Source: an optimization exercise on an open RTL-to-GDS flow (aim: small area). Production flows keep margins and buffers that such runs may drop.
Function was checked by simulation only, so behaviour that the tests miss may differ from the original.
The clock input has no modelled driver; a real chip could not lean on it and would need a root buffer or a full tree.
Power figures rest on the tool's default switching activity, not on a simulated workload.

==> flow/design.v <==
module prbs #(parameter N = 14) (
    input  logic [N-1:0] cur,
    output logic [N-1:0] nxt
);
    assign nxt = {cur[N-2:0], cur[13] ^ cur[4] ^ cur[2] ^ cur[0]};
endmodule
module sseg (
    input  logic        clk,
    input  logic        clear,
    input  logic [12:0] r,
    input  logic        show_r,    
    input  logic        show_hi,   
    input  logic        show_9,    
    output logic        phase,
    output logic [7:0]  sseg,
    output logic [7:0]  an
);
    logic [4:0] count;
    always_ff @(posedge clk, posedge clear)
        if (clear) count <= 5'd0;
        else       count <= count + 5'd1;
    assign phase = count[0];
    logic [1:0] digit_sel;
    assign digit_sel = count[4:3];
    logic [3:0] code;
    always_comb
        case (digit_sel)
            2'd0: code = r[3:0];
            2'd1: code = r[7:4];
            2'd2: code = r[11:8];
            default: code = {3'b100, r[12]};
        endcase
    logic [6:0] seg7;
    always_comb
        case (code)
            4'd0:  seg7 = 7'h10;  
            4'd1:  seg7 = 7'h00;  
            4'd2:  seg7 = 7'h78;  
            4'd3:  seg7 = 7'h02;  
            4'd4:  seg7 = 7'h12;  
            4'd5:  seg7 = 7'h19;  
            4'd6:  seg7 = 7'h30;  
            4'd7:  seg7 = 7'h24;  
            4'd8:  seg7 = 7'h79;  
            4'd9:  seg7 = 7'h40;  
            4'd10: seg7 = 7'h78;
            4'd11: seg7 = 7'h02;
            4'd12: seg7 = 7'h3B;
            4'd13: seg7 = 7'h38;
            4'd14: seg7 = 7'h30;
            default: seg7 = 7'h24;
        endcase
    always_comb begin
        if (show_r)                        sseg = {1'b1, seg7};
        else if (show_9)                   sseg = 8'h90;
        else if (show_hi && digit_sel == 2'd1) sseg = 8'hCF;  
        else if (show_hi && digit_sel == 2'd2) sseg = 8'h89;  
        else                               sseg = 8'hFF;
    end
    assign an = ~(8'b00000001 << digit_sel);
endmodule
module timer (
    input  logic clk,
    input  logic clear,
    input  logic start,
    input  logic stop,
    output logic led,
    output logic [7:0] sseg,
    output logic [7:0] an
);
    localparam logic [2:0] S_INIT  = 3'd0,
                           S_RAND  = 3'd1,
                           S_PA    = 3'd2,
                           S_PB    = 3'd3,
                           S_LED   = 3'd5,
                           S_FIN   = 3'd6,
                           S_NINE  = 3'd7;
    logic [2:0]  st, nst;
    logic [13:0] r, r_n, r_step;
    logic [2:0]  q;
    logic        phase, tick;
    logic        show_r, show_9, show_hi;
    assign show_r  = st[2] & ~(st[1] & st[0]);
    assign show_9  = st[2];
    assign show_hi = ~st[1] & ~st[0];
    prbs #(14) lfsr (.cur(r), .nxt(r_step));
    sseg ss (
        .clk(clk), .clear(clear), .r(r[12:0]),
        .show_r(show_r), .show_hi(show_hi), .show_9(show_9),
        .phase(phase), .sseg(sseg), .an(an)
    );
    always_ff @(posedge clk, posedge clear)
        if (clear) q <= 3'b000;
        else       q <= {q[1] & ~q[0] & ~q[2], (q[0] | q[1]) & ~q[2], ~q[1]};
    assign tick = phase & q[2];   
    logic        en, bcd;
    logic [14:0] b;
    logic [13:0] dec;
    assign bcd = st[2];
    assign en  = tick & (st[2] ? st[0] : st[1]);
    always_comb begin
        b[0] = en;
        for (int i = 0; i < 14; i++) b[i+1] = b[i] & ~r[i];
        for (int i = 0; i < 14; i++) dec[i] = r[i] ^ b[i];
        for (int k = 0; k < 3; k++) begin
            dec[4*k+1] = dec[4*k+1] & ~(bcd & b[4*k+4]);
            dec[4*k+2] = dec[4*k+2] & ~(bcd & b[4*k+4]);
        end
    end
    logic done;
    assign done = st[0] ? (!r[12] && !r[10] && !r[8] && !r[2] && !r[1])
                        : (r[13:11] == 3'b111 && r[10:6] == 5'd0 && r[3:0] == 4'd0);
    logic go_led;
    assign go_led = st[1] & ~st[2] & done & phase;   
    always_comb
        if (~st[1] & ~st[0])  r_n = r_step;   
        else if (go_led)      r_n = (r | 14'h1189) & ~14'h0260;
        else                  r_n = dec;
    always_ff @(posedge clk, posedge clear)
        if (clear) r <= 14'd1;
        else       r <= r_n;
    logic ge13001;
    assign ge13001 = r[13] & r[12] & (r[11] | r[10] | (r[9] & (r[8] | (r[7] & r[6] &
                     (r[5] | r[4] | (r[3] & (r[2] | r[1] | r[0])))))));
    logic go, leave;
    assign go    = done & phase;
    assign leave = stop | ~r[12];
    assign nst[2] = st[2] | (st[1] & (go | (~done & stop)));
    assign nst[1] = st[2] ? (st[1] | leave) : (st[1] ? ~go : st[0]);
    assign nst[0] = st[2] ? (st[1] ? st[0] : ~leave)
                          : (st[1] ? (go | (~done & stop) | st[0]) : (st[0] ? ge13001 : start));
    always_ff @(posedge clk, posedge clear)
        if (clear) st <= S_INIT;
        else       st <= nst;
    assign led = st[2] & ~st[1];   
endmodule
==> flow/config.mk <==
export PLATFORM = sky130hd
export DESIGN_NAME = timer
export DESIGN_NICKNAME = timer
export VERILOG_FILES = /design/flow/design.v
export SDC_FILE = /design/flow/constraint.sdc
export NUM_CORES = 4
export LEC_CHECK = 0
export ABC_AREA = 1
export CAP_MARGIN = 20
export CORE_MARGIN = 2
export CORE_UTILIZATION = 40
export CTS_BUF_LIST = sky130_fd_sc_hd__clkbuf_8
export SLEW_MARGIN = 20
==> flow/constraint.sdc <==
create_clock -name core_clock -period 13.0 [get_ports {clk}]
set_input_delay 2.6000 -clock core_clock [delete_from_list [all_inputs] [get_ports {clk}]]
set_output_delay 2.6000 -clock core_clock [all_outputs]
set_load 0.01 [all_outputs]
standard.sh (not shown) runs the stock make flow with config.mk's settings and CLKGATE_MAP_FILE= SYNTH_SCRIPT=/design/flow/synth_recipe.tcl, a recipe that flattens the netlist after the stock synthesis.
==> flow/flow/run.sh <==
#!/bin/bash
# Own layout flow: the standard flow (standard.sh) with these changes:
#  * ABC maps the logic with an area-only script (flow/abc_area_only.script:
#    20 s of &deepsyn, then two rounds of dch + amap) instead of ORFS's,
#    which buffers and upsizes for delay;
#  * no half/full-adder extraction before ABC and no buffers on pass-through
#    wires (ADDER_MAP_FILE empty, SYNTH_INSBUF 0);
#  * the constant outputs share synthesis's one tie cell
#    (SKIP_REPAIR_TIE_FANOUT 1);
#  * the port buffers are buf_1 cells;
#  * after CTS, flow/post_cts.tcl (run by ORFS's cts step as POST_CTS_TCL)
#    collapses the clock tree into one clkbuf_16 that drives every flip-flop.
# Synthesis is otherwise the standard flow's own (synth_recipe.tcl: no fsm/share passes,
# flattened, same register names). Each tool's output goes to a log here.
set -euo pipefail
W=$(pwd)
{
  echo 'proc abc {args} {'
  echo '  set i [lsearch -exact $args -script]'
  echo '  if {$i >= 0} { lset args [expr {$i + 1}] $::env(OWN_ABC_SCRIPT) }'
  echo '  yosys abc {*}$args'
  echo '}'
  cat "$W/synth_recipe.tcl"
} > "$W/own_synth.tcl"
export OWN_ABC_SCRIPT="$W/flow/abc_area_only.script"
sed -e "s|SYNTH_SCRIPT=[^ ]*synth_recipe.tcl|SYNTH_SCRIPT=$W/own_synth.tcl ADDER_MAP_FILE= SYNTH_INSBUF=0 SKIP_REPAIR_TIE_FANOUT=1 POST_CTS_TCL=$W/flow/post_cts.tcl 'BUFFER_PORTS_ARGS=-buffer_cell sky130_fd_sc_hd__buf_1'|" \
  "$W/standard.sh" > "$W/own_standard.sh"
grep -q own_synth.tcl "$W/own_standard.sh"
bash "$W/own_standard.sh" > "$W/orfs_make.log" 2>&1
test -s "$W/out/final.def"
Other scripts of this flow, unchanged in this note and not shown: flow/flow/abc_area_only.script, flow/flow/post_cts.tcl
Change:
--- a/flow/design.v
+++ b/flow/design.v
@@ -80,13 +80,9 @@
     logic [2:0]  q;
     logic        phase, tick;
-    logic        show_r, show_9, show_hi;
-    assign show_r  = st[2] & ~(st[1] & st[0]);
-    assign show_9  = st[2];
-    assign show_hi = ~st[1] & ~st[0];
     prbs #(14) lfsr (.cur(r), .nxt(r_step));
     sseg ss (
         .clk(clk), .clear(clear), .r(r[12:0]),
-        .show_r(show_r), .show_hi(show_hi), .show_9(show_9),
-        .phase(phase), .sseg(sseg), .an(an)
+        .show_r(st == S_LED || st == S_FIN), .show_hi(st == S_INIT),
+        .show_9(st == S_NINE), .phase(phase), .sseg(sseg), .an(an)
     );
     always_ff @(posedge clk, posedge clear)
@@ -97,6 +93,6 @@
     logic [14:0] b;
     logic [13:0] dec;
-    assign bcd = st[2];
-    assign en  = tick & (st[2] ? st[0] : st[1]);
+    assign bcd = (st == S_LED);
+    assign en  = tick & (st == S_PA || st == S_PB || st == S_LED);
     always_comb begin
         b[0] = en;
@@ -109,10 +105,10 @@
     end
     logic done;
-    assign done = st[0] ? (!r[12] && !r[10] && !r[8] && !r[2] && !r[1])
-                        : (r[13:11] == 3'b111 && r[10:6] == 5'd0 && r[3:0] == 4'd0);
+    assign done = (st == S_PA) ? (r[13:11] == 3'b111 && r[10:6] == 5'd0 && r[3:0] == 4'd0)
+                               : (!r[12] && !r[10] && !r[8] && !r[2] && !r[1]);
     logic go_led;
-    assign go_led = st[1] & ~st[2] & done & phase;   
+    assign go_led = (st == S_PA || st == S_PB) && done && phase;
     always_comb
-        if (~st[1] & ~st[0])  r_n = r_step;   
+        if (st == S_INIT)     r_n = r_step;
         else if (go_led)      r_n = (r | 14'h1189) & ~14'h0260;
         else                  r_n = dec;
@@ -123,14 +119,20 @@
     assign ge13001 = r[13] & r[12] & (r[11] | r[10] | (r[9] & (r[8] | (r[7] & r[6] &
                      (r[5] | r[4] | (r[3] & (r[2] | r[1] | r[0])))))));
-    logic go, leave;
-    assign go    = done & phase;
-    assign leave = stop | ~r[12];
-    assign nst[2] = st[2] | (st[1] & (go | (~done & stop)));
-    assign nst[1] = st[2] ? (st[1] | leave) : (st[1] ? ~go : st[0]);
-    assign nst[0] = st[2] ? (st[1] ? st[0] : ~leave)
-                          : (st[1] ? (go | (~done & stop) | st[0]) : (st[0] ? ge13001 : start));
+    always_comb begin
+        nst = st;
+        case (st)
+            S_INIT: if (start) nst = S_RAND;
+            S_RAND: nst = ge13001 ? S_PB : S_PA;
+            S_PA, S_PB:
+                if (done) begin
+                    if (go_led) nst = S_LED;
+                end else if (stop) nst = S_NINE;
+            S_LED:  if (stop || !r[12]) nst = S_FIN;
+            default: ;
+        endcase
+    end
     always_ff @(posedge clk, posedge clear)
         if (clear) st <= S_INIT;
         else       st <= nst;
-    assign led = st[2] & ~st[1];   
+    assign led = (st == S_LED);
 endmodule
After rerunning: The changed run went through all stages and came out clean; setup slack gets worse by 0.079 ns; register-to-register slack gets worse by 0.75 ns; power goes down by 28%; die area goes up by 0.49%; via count goes up by 2.5%; cell count goes up by 1.6%; cell area goes up by 0.48%; sequential cell count is unchanged; wire length goes down by 2.6%; clock power goes down by 5.6%; hold slack gets worse by 0.0043 ns; critical path depth goes up by 5; clock-buffer cell count does not change.

-- separate check: timing with driven ports --
No port has a modelled driver above. Below, the same layouts with a new extraction and two added sets of constraints. Step 1, drivers: a clkbuf_16 drives clk and a buf_2 each remaining input, both assumed. Step 2 times the ports against the registers' clock, not the clock port: input delays grow and output delays shrink by t, the midpoint of the rising clock arrivals with the driver on. Three values: ideal ports, drivers, drivers and shift; two values: the first two.
| run | t (ns) | setup WS [ns] | worst register clock-pin slew, ns | worst slew at a driven data input, ns |
|---|---|---|---|---|
| the first run | 0.194 | 7.871 / 7.840 / 8.034 | 0.10 / 0.10 | 0.03 |
| the second run | 0.185 | 7.793 / 7.762 / 7.948 | 0.10 / 0.10 | 0.03 |
After both steps setup and hold are still met in every run listed.
